From an optimization exercise on the open Yosys and OpenROAD flow, aimed at small area, a short achievable clock period and few clock cycles per item; shortcuts taken in it are not production practice. RTL that was checked went through simulation tests only; none was proved equivalent to the original. No activity file was given, so power comes from the tool's default toggle rates.

==> inputs of tundra <==
==> flow/design.v <==
module execute_divide(input wire              clk,
                      input wire              reset,
                      input wire              enable,
                      input wire 	      unsigned_div,
                      output wire             done,
                      input wire [32-1:0] in_a,
                      input wire [32-1:0] in_b,
                      output reg [32-1:0] out,
                      output reg              ov
                      );
   reg                                         st_idle;
   reg                                         st_neg;
   reg                                         st_prep;
   reg                                         st_iter;
   reg                                         st_zero;
   reg                                         st_done;
   reg [32:0]                                  R;      
   reg [31:0]                                  D;      
   reg [4:0]                                   lza;    
   reg [4:0]                                   lzb;    
   reg                                         b_neg;  
   reg                                         sub;    
   reg                                         negate;  
   reg                                         inv_q;   
   function [4:0] lzc(input [31:0] x);
      reg [31:0] y;
      reg [3:0]  q;
      reg [7:0]  nz;
      reg [15:0] l;
      reg        found;
      integer    g;
      begin
         y = x | 32'h1;
         for (g = 0; g < 8; g = g + 1) begin
            q = y[4*g +: 4];
            nz[g] = |q;
            l[2*g +: 2] = q[3] ? 2'd0 : q[2] ? 2'd1 : q[1] ? 2'd2 : 2'd3;
         end
         lzc = 5'd31;
         found = 0;
         for (g = 7; g >= 0; g = g - 1)
           if (!found && nz[g]) begin
              lzc = {3'd7 - g[2:0], l[2*g +: 2]};
              found = 1;
           end
      end
   endfunction
   function [32:0] add33(input [32:0] x, input [32:0] y, input c);
      reg [33:0] g, p, gn, pn, p0;
      integer    i, lvl, d;
      begin
         g = {x & y, c};
         p0 = {x ^ y, 1'b0};
         p = p0;
         for (lvl = 0; lvl < 6; lvl = lvl + 1) begin
            d = 1 << lvl;
            gn = g; pn = p;
            for (i = 0; i < 34; i = i + 1)
              if (i >= d) begin
                 gn[i] = g[i] | (p[i] & g[i-d]);
                 pn[i] = p[i] & p[i-d];
              end
            g = gn; p = pn;
         end
         add33 = p0[33:1] ^ g[32:0];
      end
   endfunction
   wire        a_neg = !unsigned_div && in_a[31];
   wire        b_negi = !unsigned_div && in_b[31];
   wire        b_zero = (in_b == 32'h0);
   wire        s_ovf = !unsigned_div && (in_a == 32'h80000000) &&
               (in_b == 32'hffffffff);
   wire [31:0] t_a = in_a ^ {!unsigned_div && in_a[31], in_a[31:1]};
   wire [31:0] t_b = in_b ^ {!unsigned_div && in_b[31], in_b[31:1]};
   wire [4:0]  lz_a = lzc(t_a);
   wire [4:0]  lz_b = lzc(t_b);
   reg  [31:0] a_clear;    
   integer     k;
   always @(*) begin
      a_clear[31] = !t_a[31];
      for (k = 30; k >= 0; k = k - 1)
        a_clear[k] = a_clear[k+1] && !t_a[k];
   end
   wire        a_short = |(t_b & a_clear) && !a_neg;
   wire [4:0]  lza_in = b_zero ? {3'b0, !unsigned_div && in_a[31],
                                  !unsigned_div && !in_a[31]} : lz_a;
   wire [32:0] dsub = {b_neg && !st_neg, D};
   wire [32:0] sum = add33(R, sub ? ~dsub : dsub, sub || st_neg);
   wire        ge = !sum[32];
   wire [4:0]  sg = lzb & ~lza;
   wire [4:0]  sp = lzb ^ ~lza;
   wire [4:0]  sc = {sg[3] | (sp[3] & sg[2]) | (sp[3] & sp[2] & sg[1]) |
                     (sp[3] & sp[2] & sp[1] & sg[0]) | (sp[3] & sp[2] & sp[1] & sp[0]),
                     sg[2] | (sp[2] & sg[1]) | (sp[2] & sp[1] & sg[0]) | (sp[2] & sp[1] & sp[0]),
                     sg[1] | (sp[1] & sg[0]) | (sp[1] & sp[0]),
                     sg[0] | sp[0],
                     1'b1};
   wire [4:0]  shamt = sp ^ sc;
   wire        f = 1'b0;
   wire [31:0] sh0 = shamt[0] ? {D[30:0], f} : D;
   wire [31:0] sh1 = shamt[1] ? {sh0[29:0], {2{f}}} : sh0;
   wire [31:0] sh2 = shamt[2] ? {sh1[27:0], {4{f}}} : sh1;
   wire [31:0] sh3 = shamt[3] ? {sh2[23:0], {8{f}}} : sh2;
   wire [31:0] sh4 = shamt[4] ? {sh3[15:0], {16{f}}} : sh3;
   wire        neg_short = {1'b0, lza} > {1'b0, lzb} + 6'd1;
   always @(posedge clk) begin
      st_idle 	<= reset || !enable;
      st_neg 	<= !reset && enable && st_idle && !a_short && a_neg;
      st_prep 	<= !reset && enable && ((st_idle && !a_short && !a_neg) || (st_neg && !neg_short));
      st_iter 	<= !reset && enable && ((st_prep && ge) || (st_iter && lza != lzb));
      st_zero 	<= !reset && enable && st_prep && !ge && inv_q;
      st_done 	<= !reset && enable && ((st_idle && a_short) || (st_neg && neg_short) ||
                                        (st_prep && !ge && !inv_q) || st_zero ||
                                        (st_iter && lza == lzb) || st_done);
   end
   always @(posedge clk) begin
      lza 	<= st_idle ? lza_in : st_neg ? lza - 1 : st_iter ? lza + 1 : lza;
      lzb 	<= lz_b;
      D 	<= st_idle ? (a_neg ? 32'h0 : in_b) :
                   st_neg ? in_b :
                   st_prep ? sh4 :
                   {b_neg, D[31:1]};
      if (st_idle) begin
         R 	<= {1'b0, a_neg ? ~in_a : in_a};
         sub 	<= !a_neg && !b_negi;
      end else if (!st_prep || negate) begin
         R 	<= sum;
         sub 	<= sum[32] ^ !b_neg;
      end
      out 	<= (st_idle || st_neg || st_zero) ? 32'h0 :
                   st_prep ? {32{inv_q}} :
                   {out[30:0], ge ^ inv_q};
      if (st_idle) begin
         b_neg 	<= b_negi;
         negate <= a_neg ^ b_negi;
         inv_q 	<= (a_neg ^ b_negi) || s_ovf;
         ov 	<= b_zero || s_ovf;
      end
   end
   assign done = st_done;
endmodule  
==> flow/run.sh <==
#!/bin/bash
# synth_recipe.tcl (not shown) runs the flow's synth.tcl, then flattens the netlist and writes it again
# the make line also repeats each setting of config.mk as NAME=value (left out here)
make -C /OpenROAD-flow-scripts/flow DESIGN_CONFIG=/design/flow/config.mk WORK_HOME=/design/flow/orfs CLKGATE_MAP_FILE= SYNTH_SCRIPT=/design/flow/synth_recipe.tcl finish
==> flow/config.mk <==
export PLATFORM = sky130hd
export DESIGN_NAME = execute_divide
export DESIGN_NICKNAME = execute_divide
export VERILOG_FILES = /design/flow/design.v
export SDC_FILE = /design/flow/constraint.sdc
export NUM_CORES = 4
export LEC_CHECK = 0
export CAP_MARGIN = 5
export CORE_MARGIN = 2
export CORE_UTILIZATION = 55
export CTS_BUF_LIST = sky130_fd_sc_hd__clkbuf_8
export PLACE_DENSITY = 0.75
export SETUP_SLACK_MARGIN = 3.5
export SLEW_MARGIN = 5
==> flow/constraint.sdc <==
create_clock -name core_clock -period 7.0 [get_ports {clk}]
set_input_delay 1.4000 -clock core_clock [delete_from_list [all_inputs] [get_ports {clk}]]
set_output_delay 1.4000 -clock core_clock [all_outputs]
set_load 0.01 [all_outputs]
==> inputs of nickel, as changes to tundra <==
--- a/flow/design.v
+++ b/flow/design.v
@@ -102,19 +102,17 @@
    wire [31:0] sh2 = shamt[2] ? {sh1[27:0], {4{f}}} : sh1;
    wire [31:0] sh3 = shamt[3] ? {sh2[23:0], {8{f}}} : sh2;
    wire [31:0] sh4 = shamt[4] ? {sh3[15:0], {16{f}}} : sh3;
-   wire        neg_short = {1'b0, lza} > {1'b0, lzb} + 6'd1;
    always @(posedge clk) begin
       st_idle 	<= reset || !enable;
       st_neg 	<= !reset && enable && st_idle && !a_short && a_neg;
-      st_prep 	<= !reset && enable && ((st_idle && !a_short && !a_neg) || (st_neg && !neg_short));
-      st_iter 	<= !reset && enable && ((st_prep && ge) || (st_iter && lza != lzb));
+      st_prep 	<= !reset && enable && ((st_idle && !a_short && !a_neg) || st_neg);
+      st_iter 	<= !reset && enable && ((st_prep && ge) || (st_iter && lza != 0));
       st_zero 	<= !reset && enable && st_prep && !ge && inv_q;
-      st_done 	<= !reset && enable && ((st_idle && a_short) || (st_neg && neg_short) ||
-                                        (st_prep && !ge && !inv_q) || st_zero ||
-                                        (st_iter && lza == lzb) || st_done);
+      st_done 	<= !reset && enable && ((st_idle && a_short) || (st_prep && !ge && !inv_q) || st_zero ||
+                                        (st_iter && lza == 0) || st_done);
    end
    always @(posedge clk) begin
-      lza 	<= st_idle ? lza_in : st_neg ? lza - 1 : st_iter ? lza + 1 : lza;
+      lza 	<= st_idle ? lza_in : st_prep ? shamt : lza - 1;
       lzb 	<= lz_b;
       D 	<= st_idle ? (a_neg ? 32'h0 : in_b) :
                    st_neg ? in_b :
@@ -127,7 +125,7 @@
          R 	<= sum;
          sub 	<= sum[32] ^ !b_neg;
       end
-      out 	<= (st_idle || st_neg || st_zero) ? 32'h0 :
+      out 	<= (st_idle || st_zero) ? 32'h0 :
                    st_prep ? {32{inv_q}} :
                    {out[30:0], ge ^ inv_q};
       if (st_idle) begin
CAP_MARGIN = 20   (was 5)
CTS_BUF_LIST = sky130_fd_sc_hd__clkbuf_4 sky130_fd_sc_hd__clkbuf_8   (was sky130_fd_sc_hd__clkbuf_8)
SLEW_MARGIN = 20   (was 5)
==> qor summary <==
|  | nickel | tundra |
|---|---|---|
| Result of the run | finished clean | finished clean |
| Area added between synthesis and finish | 18.9% | 23.2% |
| Worst hold slack across all endpoints | 0.456 ns | 0.462 ns |
| Final period util | 49.8% | 50.3% |
| Count of TritonRoute iterations in the first routing pass | 6 | 7 |
| Part of the total power dissipated in sequential elements | 21.3% | 19.6% |
| Non-CTS inverters | 104 | 94 |
| Detail-routed via count per cell | 6.21 | 6.10 |
| Global-route track usage on met1 | 41.9% | 41.7% |
| Rel. slew slack | 45.7% | 31.4% |
| PwrDens | 349 nW/um^2 | 356 nW/um^2 |
| FP Rows | 50 | 51 |
| Total chip power | 4.35 mW | 4.73 mW |
| Sequential-to-total area share from yosys stat | 26.2% | 26.0% |
| Share of Yosys cell area claimed by the top area cell type | 15.1% | 13.7% |
| Combinational cell fraction of total power | 63.8% | 65.0% |
| Maximum achievable frequency | 287 MHz | 284 MHz |
| Synth Area per Inst | 8.16 um^2 | 8.17 um^2 |
| Slew at the pin closest to its max-slew limit | 0.809 ns | 1.03 ns |
| Delay of the slowest cell on the worst path | 0.45 ns | 0.39 ns |
| Setup repair bufs after CTS | 5 | 19 |
| Vias in the first global route | 9389 | 9811 |
Testbench counts of nickel, summed over its fixed seeds: cycles 32,040, items 3,200.
The RTL of tundra was laid out without a check of its function.

## re-timing with driven ports
The flow's constraints put no driver on any port. The routed layouts listed below were extracted and timed again, unchanged, in two steps. Step 1 sets driving cells, clkbuf_16 on the clock port and buf_2 on the other inputs (assumed; they add their load-dependent delay and slew). Step 2 times the ports against the registers' clock, not the clock port: input delays grow and output delays shrink by t, the midpoint of the rising clock arrivals with the driver on. Three values: ideal, step 1, step 2; two values: the first two.
run | t, ns | slack for setup (ns) | worst setup path at the end | worst register clock-pin slew, ns | cell pins on the clock port's net
tundra | 0.504 | 3.481 / 3.481 / 3.065 | input to register | 0.10 / 0.10 | 1
nickel | 0.506 | 3.515 / 3.515 / 3.068 | input to register | 0.10 / 0.10 | 1
After both steps setup and hold are still met in every run listed. The setup slack of nickel, which loses most, moves by 0.000 ns with the drivers and by -0.447 ns with both steps.
